What follows belongs to an exercise in optimizing a design on an open flow for small area, a short achievable clock period and few clock cycles; a production flow would make more cautious choices. Where RTL was checked, it was by simulation tests only, not by an equivalence proof against the original.

## job 5385
## mult
module mult(input clock, reset, nuke,
            input [63:0] mcand, mplier,
            input start,
            output [63:0] product,
            output done);
For scale: roughly 6100 cells after synthesis, about 480 flip-flops, roughly 200 I/O pins, roughly 56000 um^2 of cells after synthesis.
==> flow/config.mk <==
export PLATFORM = sky130hd
export DESIGN_NAME = mult
export DESIGN_NICKNAME = mult
export VERILOG_FILES = /design/flow/design.v
export SDC_FILE = /design/flow/constraint.sdc
export NUM_CORES = 4
export LEC_CHECK = 0
export ABC_AREA = 1
export CAP_MARGIN = 20
export CORE_MARGIN = 2
export CORE_UTILIZATION = 40
export SLEW_MARGIN = 20
==> flow/constraint.sdc <==
create_clock -name core_clock -period 7.0 [get_ports {clock}]
set_input_delay 1.4000 -clock core_clock [delete_from_list [all_inputs] [get_ports {clock}]]
set_output_delay 1.4000 -clock core_clock [all_outputs]
set_load 0.01 [all_outputs]
run.sh (not shown) runs the stock make flow with config.mk's settings and CLKGATE_MAP_FILE= SYNTH_SCRIPT=/design/flow/synth_recipe.tcl, a recipe that flattens the netlist after the stock synthesis.
Job 5385 ran to completion and came out clean on the timing, design-rule and antenna checks.
The following lists how job 7892 was set up differently from job 5385:
Settings: putting SETUP_SLACK_MARGIN at 3.0 where nothing was set.
--- outcome ---
- Going from job 5385 to job 7892, the routing usage on met1 was found to have gone down by 0.35 points.
- Job 7892 against job 5385: critical path depth picked up an extra 4; post-synthesis average cell area neither gained nor lost much.
- On number of standard cells in the final layout excluding fillers, job 7892 tracks job 5385 almost exactly.
No functional check of the RTL was part of any run of this note.

---

## job 8098
mult, a different RTL version from the one above (not shown whole).
For scale: about 5500 cells after synthesis, roughly 200 I/O pins, ~0.053 mm² of cells after synthesis.
Settings: LEC_CHECK=0, ABC_AREA=1, CAP_MARGIN=20, CORE_MARGIN=2, CORE_UTILIZATION=55, GPL_ROUTABILITY_DRIVEN=0, SETUP_SLACK_MARGIN=3.0, SLEW_MARGIN=20, SYNTH_HIERARCHICAL=1, BUFFER_PORTS_ARGS=-buffer_cell sky130_fd_sc_hd__buf_2; clock period 7.0 ns.
standard.sh (not shown) runs the stock make flow with config.mk's settings and CLKGATE_MAP_FILE= SYNTH_SCRIPT=/design/flow/synth_recipe.tcl, a recipe that flattens the netlist after the stock synthesis.
==> flow/flow/run.sh <==
#!/bin/bash
set -e
for cfg in config.mk "$FLOW_CONFIG"; do
  [ -n "$cfg" ] && [ -f "$cfg" ] || continue
  grep -q '^export BUFFER_PORTS_ARGS' "$cfg" && continue
  echo 'export BUFFER_PORTS_ARGS = -buffer_cell sky130_fd_sc_hd__buf_2' >> "$cfg"
done
bash standard.sh > standard.log 2>&1
Looking at the reports, job 8098 completed the entire flow and the layout it produced met the timing, design-rule and antenna checks.
Testbench counts of job 8098, summed over its fixed seeds: cycles 3,376.
> inputs changed (job 8098 -> job 4936)
diff --git a/flow/config.mk b/flow/config.mk
--- a/flow/config.mk
+++ b/flow/config.mk
@@ -10,5 +10,4 @@
 export CORE_MARGIN = 2
 export CORE_UTILIZATION = 55
-export GPL_ROUTABILITY_DRIVEN = 0
 export SETUP_SLACK_MARGIN = 3.0
 export SLEW_MARGIN = 20
Results
- Data arrival at the endpoint of the critical path was lower in job 8098 than in job 4936.
- Re worst hold slack: job 4936 is 0.013 ns up on job 8098.
- Compared to job 8098, job 4936 has clock tree buffer count of the final layout 3.0% lower.
- Global-route usage over all layers ended up 1.8 points lower on job 4936 than on job 8098.
- Slew at the pin closest to its max-slew limit: job 4936 vs job 8098 down 0.068 ns
- Job 8098 -> job 4936: via count decreased by a few percent
- On final cell count, job 8098 and job 4936 are basically level.
- No run among job 8098 and job 4936 stopped early or left any final violation; all are clean.
- On global routing met1 resource utilization, job 4936 tracks job 8098 almost exactly.
Input-level comparison between job 8256 and job 4936:
diff --git a/flow/config.mk b/flow/config.mk
--- a/flow/config.mk
+++ b/flow/config.mk
@@ -11,5 +11,5 @@
 export CORE_UTILIZATION = 55
 export SETUP_SLACK_MARGIN = 3.0
-export SLEW_MARGIN = 20
+export SLEW_MARGIN = 75
 export SYNTH_HIERARCHICAL = 1
 export BUFFER_PORTS_ARGS = -buffer_cell sky130_fd_sc_hd__buf_2
==> comparison <==
Status: wire length of the first global-routing pass parity (job 4936, job 8256). Between job 4936 and job 8256, the cell count went up. ~same fmax in job 8256 and job 4936. Job 4936 -> job 8256: cell area after placement increased by a few percent. The clock-buffer cell count in job 8256 was higher than what job 4936 gave. Job 8256 vs. job 4936: non-clock buffer count went up by 93.
Inputs modified between job 8256 and job 2984:
diff --git a/flow/config.mk b/flow/config.mk
--- a/flow/config.mk
+++ b/flow/config.mk
@@ -10,6 +10,7 @@
 export CORE_MARGIN = 2
 export CORE_UTILIZATION = 55
+export PLACE_DENSITY = 0.68
 export SETUP_SLACK_MARGIN = 3.0
-export SLEW_MARGIN = 75
+export SLEW_MARGIN = 20
 export SYNTH_HIERARCHICAL = 1
 export BUFFER_PORTS_ARGS = -buffer_cell sky130_fd_sc_hd__buf_2
- No stage failed in job 2984, and the final checks on the layout all came back clean.
- On layout overhead on the synthesized area: between job 8256 and job 2984, it ends up higher for job 8256.
- Adder-cell share of the synthesized area: job 2984 vs job 8256, no meaningful difference
- In the tables for job 8256 and job 2984, largest stage delay on the critical path reads lower with job 2984.
- Comparing the two runs side by side, job 2984 comes out behind job 8256 on register-to-register slack.
- Number of placed instances, taps included, job 8256 and job 2984, higher one = job 8256.
- Re number of antenna violations at the first check in global routing: job 8256 and job 2984 aren't equal, and the higher value belongs to job 8256.
- The lower largest fanout on the critical path came out of job 8256.
- Compared with job 8256, job 2984 shows wire length of the first global-routing pass that has gone up slightly.

---

mult, a different RTL version from the one above (not shown whole).
For scale: roughly 5600 cells after synthesis, ~480 flip-flops, roughly 200 I/O pins, roughly 54000 µm² of cells after synthesis.
// mult
module mult(input clock, reset, nuke,
            input [63:0] mcand, mplier,
            input start,
            output [63:0] product,
            output done);
make LEC_CHECK=0 ABC_AREA=1 CAP_MARGIN=20 CORE_MARGIN=2 CORE_UTILIZATION=40 SETUP_SLACK_MARGIN=3.0 SLEW_MARGIN=20 SYNTH_HIERARCHICAL=1 finish   # period 7.0 ns
run.sh (not shown) runs the stock make flow with config.mk's settings and CLKGATE_MAP_FILE= SYNTH_SCRIPT=/design/flow/synth_recipe.tcl, a recipe that flattens the netlist after the stock synthesis.
Stock flow here: none of the scripts above is used.
Testbench counts at the start, summed over its fixed seeds: cycles 3,864.
Then changed:
CORE_UTILIZATION = 55   (was 40)
Setup slack gets better by 25 ps.
Final cell count falls by a few percent.
Core utilization goes up by 16 points.

---

## indigo
Another version of the RTL of mult (not shown whole).
For scale: ~5500 cells after synthesis, about 420 flip-flops, roughly 200 I/O pins.
clock: 7.0 ns
lec_check: 0
abc_area: 1
cap_margin: 20
core_margin: 2
core_utilization: 45
setup_slack_margin: 3.0
slew_margin: 20
synth_hierarchical: 1
indigo reached the end of the flow, and the finished layout is clean on the timing, design-rule and antenna checks.
Testbench counts of indigo, summed over its fixed seeds: cycles 3,376.
Input changes introduced in raven (baseline for comparison: indigo):
--- a/flow/config.mk
+++ b/flow/config.mk
@@ -10,4 +10,4 @@
 export CORE_MARGIN = 2
-export CORE_UTILIZATION = 45
-export SETUP_SLACK_MARGIN = 3.0
+export CORE_UTILIZATION = 55
+export SETUP_SLACK_MARGIN = 2.0
 export SLEW_MARGIN = 20
Notes after the runs:
From indigo to raven the numbers moved as follows: number of diodes added for antenna fixing now sits lower.
raven -> indigo: synthesized-area fraction occupied by adder cells delta 0, exact match
Diff indigo..raven | worst hold path stage count | unchanged
Going from indigo to raven, the final instance count without filler cells was found to have gone down by 435.
On raven: area added between synthesis and finish is 8.8 points lower than what indigo gave.
Here is what was changed in the inputs of nickel compared with raven.
==> flow/flow/run.sh (new file) <==
#!/bin/bash
set -e
for cfg in config.mk "$FLOW_CONFIG"; do
  [ -n "$cfg" ] && [ -f "$cfg" ] || continue
  grep -q '^export BUFFER_PORTS_ARGS' "$cfg" && continue
  echo 'export BUFFER_PORTS_ARGS = -buffer_cell sky130_fd_sc_hd__buf_2' >> "$cfg"
done
bash standard.sh > standard.log 2>&1
==> flow/standard.sh (new file) <==
#!/bin/bash
# synth_recipe.tcl (not shown) runs the flow's synth.tcl, then flattens the netlist and writes it again
# the make line also repeats each setting of config.mk as NAME=value (left out here)
make -C /OpenROAD-flow-scripts/flow DESIGN_CONFIG=/design/flow/config.mk WORK_HOME=/design/flow/orfs CLKGATE_MAP_FILE= SYNTH_SCRIPT=/design/flow/synth_recipe.tcl "${@:-finish}"
--- a/flow/config.mk
+++ b/flow/config.mk
@@ -11,4 +11,6 @@
 export CORE_UTILIZATION = 55
-export SETUP_SLACK_MARGIN = 2.0
+export GPL_ROUTABILITY_DRIVEN = 0
+export SETUP_SLACK_MARGIN = 3.0
 export SLEW_MARGIN = 20
 export SYNTH_HIERARCHICAL = 1
+export BUFFER_PORTS_ARGS = -buffer_cell sky130_fd_sc_hd__buf_2
removed: flow/run.sh
On maximum frequency from static timing analysis, the higher figure sits with nickel, not raven. Post-route worst hold slack is higher on nickel. raven has completed all stages; timing, DRC and antenna checks passed. Per the final summary, nickel finished and its layout is clean on timing, DRC and antenna. Looking at nickel and raven, the measured slew at the worst slew-check pin is a wash. There was hardly any difference in data required time of the critical path between nickel and raven. Critical path startpoint = mplier[21]: raven; critical path startpoint = t0_c2084: nickel. Comparing raven against nickel, there is no change at all in die outline area.
For pepper, these inputs were changed with respect to nickel:
==> flow/run.sh (new file) <==
#!/bin/bash
# synth_recipe.tcl (not shown) runs the flow's synth.tcl, then flattens the netlist and writes it again
# the make line also repeats each setting of config.mk as NAME=value (left out here)
make -C /OpenROAD-flow-scripts/flow DESIGN_CONFIG=/design/flow/config.mk WORK_HOME=/design/flow/orfs CLKGATE_MAP_FILE= SYNTH_SCRIPT=/design/flow/synth_recipe.tcl finish
--- a/flow/config.mk
+++ b/flow/config.mk
@@ -11,6 +11,4 @@
 export CORE_UTILIZATION = 55
-export GPL_ROUTABILITY_DRIVEN = 0
-export SETUP_SLACK_MARGIN = 3.0
+export SETUP_SLACK_MARGIN = 3.5
 export SLEW_MARGIN = 20
 export SYNTH_HIERARCHICAL = 1
-export BUFFER_PORTS_ARGS = -buffer_cell sky130_fd_sc_hd__buf_2
removed: flow/flow/run.sh
removed: flow/standard.sh
### Flow results
- Placement row count of pepper is on par with nickel.
- Relative to nickel, the number of buffers added for setup after CTS of pepper is higher by 349.
- pepper vs. nickel: cell area reported after detailed placement shows an increase of 5.8%; starting density of the core barely changed; deepest level of the CTS H-tree closely matched the old numbers.
- pepper: it failed with a tool error in 5_1_grt, so there are no final results.
[inputs] xenon vs pepper
==> flow/flow/run.sh (new file) <==
#!/bin/bash
set -e
for cfg in config.mk "$FLOW_CONFIG"; do
  [ -n "$cfg" ] && [ -f "$cfg" ] || continue
  grep -q '^export BUFFER_PORTS_ARGS' "$cfg" && continue
  echo 'export BUFFER_PORTS_ARGS = -buffer_cell sky130_fd_sc_hd__buf_2' >> "$cfg"
done
bash standard.sh > standard.log 2>&1
==> flow/standard.sh (new file) <==
#!/bin/bash
# synth_recipe.tcl (not shown) runs the flow's synth.tcl, then flattens the netlist and writes it again
# the make line also repeats each setting of config.mk as NAME=value (left out here)
make -C /OpenROAD-flow-scripts/flow DESIGN_CONFIG=/design/flow/config.mk WORK_HOME=/design/flow/orfs CLKGATE_MAP_FILE= SYNTH_SCRIPT=/design/flow/synth_recipe.tcl "${@:-finish}"
--- a/flow/config.mk
+++ b/flow/config.mk
@@ -11,4 +11,5 @@
 export CORE_UTILIZATION = 55
-export SETUP_SLACK_MARGIN = 3.5
+export SETUP_SLACK_MARGIN = 3.0
 export SLEW_MARGIN = 20
 export SYNTH_HIERARCHICAL = 1
+export BUFFER_PORTS_ARGS = -buffer_cell sky130_fd_sc_hd__buf_2
removed: flow/run.sh
[summary]
xenon finished all stages; the layout is clean. For number of cells after detailed placement, xenon and pepper come out practically identical. Changes observed in xenon relative to pepper: post-cts gate resize count went down by 89%; worst-case setup slack after placement lower; post-DP HPWL now sits lower; post-synthesis cell type count has remained practically unchanged; post-synthesis average cell area barely changed. Status: routability congestion estimate from global placement parity (xenon, pepper). From xenon to pepper, total standard cell area after synthesis did not move at all.
The following lists how quartz was set up differently from xenon:
==> flow/run.sh (new file) <==
#!/bin/bash
# synth_recipe.tcl (not shown) runs the flow's synth.tcl, then flattens the netlist and writes it again
# the make line also repeats each setting of config.mk as NAME=value (left out here)
make -C /OpenROAD-flow-scripts/flow DESIGN_CONFIG=/design/flow/config.mk WORK_HOME=/design/flow/orfs CLKGATE_MAP_FILE= SYNTH_SCRIPT=/design/flow/synth_recipe.tcl finish
--- a/flow/config.mk
+++ b/flow/config.mk
@@ -11,5 +11,4 @@
 export CORE_UTILIZATION = 55
-export SETUP_SLACK_MARGIN = 3.0
+export SETUP_SLACK_MARGIN = 2.5
 export SLEW_MARGIN = 20
 export SYNTH_HIERARCHICAL = 1
-export BUFFER_PORTS_ARGS = -buffer_cell sky130_fd_sc_hd__buf_2
removed: flow/flow/run.sh
removed: flow/standard.sh
Notes after the runs:
- quartz ended with every stage complete and zero timing, DRC or antenna violations.
- Comparing xenon against quartz, there is no change at all in distinct cell type count after synthesis.
- Diff xenon..quartz | area fraction in compound gates after synthesis | unchanged
- Post-route non-filler standard cell count was lower in quartz than in xenon.
- In quartz relative to xenon, number of gates resized after cts had gone down by more than half.
- The final reports for quartz and xenon show met3 global-route usage higher in the former.
- Compared with xenon, quartz shows final critical-path share of the clock period higher by 4.9 points.
- Relative to xenon, the worst setup slack of quartz is lower by 0.34 ns.
- On clock tree cell share of total cell area, xenon tracks quartz almost exactly.
- Normalized max-slew margin improves in quartz relative to xenon.

[afterwards: timing with drivers on the ports]
The results above use ideal ports. As a check the final layouts listed here were re-extracted and re-timed, cells and wires unchanged.
Step 1: set_driving_cell puts a clkbuf_16 on clock and a buf_2 on each other input, an assumption about the parent block.
Step 2 times the ports against the registers' clock, not the clock port: input delays grow and output delays shrink by t, the midpoint of the rising clock arrivals with the driver on.
Slacks: ideal / step 1 / step 2; pairs: ideal / step 1.
run | t, ns | slack for setup (ns) | worst setup path after step 2 | latest minus earliest clock arrival (ns) | worst register clock-pin slew, ns
job 5385 | 0.770 | 2.457 / 2.457 / 2.457 | register to register | 0.057 / 0.057 | 0.07 / 0.07
job 7892 | 0.770 | 2.914 / 2.914 / 2.914 | register to register | 0.055 / 0.055 | 0.07 / 0.07
job 8098 | 0.728 | 2.865 / 2.865 / 2.225 | input to register | 0.035 / 0.035 | 0.07 / 0.07
job 4936 | 0.748 | 2.870 / 2.870 / 2.191 | input to register | 0.034 / 0.035 | 0.07 / 0.07
job 8256 | 0.746 | 2.871 / 2.871 / 2.210 | input to register | 0.046 / 0.045 | 0.07 / 0.07
job 2984 | 0.738 | 2.853 / 2.853 / 2.231 | input to register | 0.033 / 0.033 | 0.07 / 0.07
the first run of note 3 | 0.764 | 2.974 / 2.974 / 2.974 | register to register | 0.038 / 0.037 | 0.07 / 0.07
the second run of note 3 | 0.768 | 2.999 / 2.999 / 2.999 | register to register | 0.043 / 0.043 | 0.07 / 0.07
indigo | 0.794 | 2.732 / 2.732 / 2.111 | input to register | 0.045 / 0.045 | 0.08 / 0.08
raven | 0.760 | 1.909 / 1.846 / 1.086 | input to register | 0.026 / 0.026 | 0.08 / 0.08
nickel | 0.754 | 2.870 / 2.870 / 2.218 | input to register | 0.031 / 0.031 | 0.07 / 0.07
xenon | 0.756 | 2.814 / 2.814 / 2.186 | input to register | 0.037 / 0.036 | 0.07 / 0.07
quartz | 0.766 | 2.473 / 2.463 / 1.696 | input to register | 0.026 / 0.025 | 0.08 / 0.08
After both steps setup and hold are still met in every run listed. For raven, which loses most, drivers alone change the setup slack by -0.063 ns; drivers and shift together by -0.823 ns.
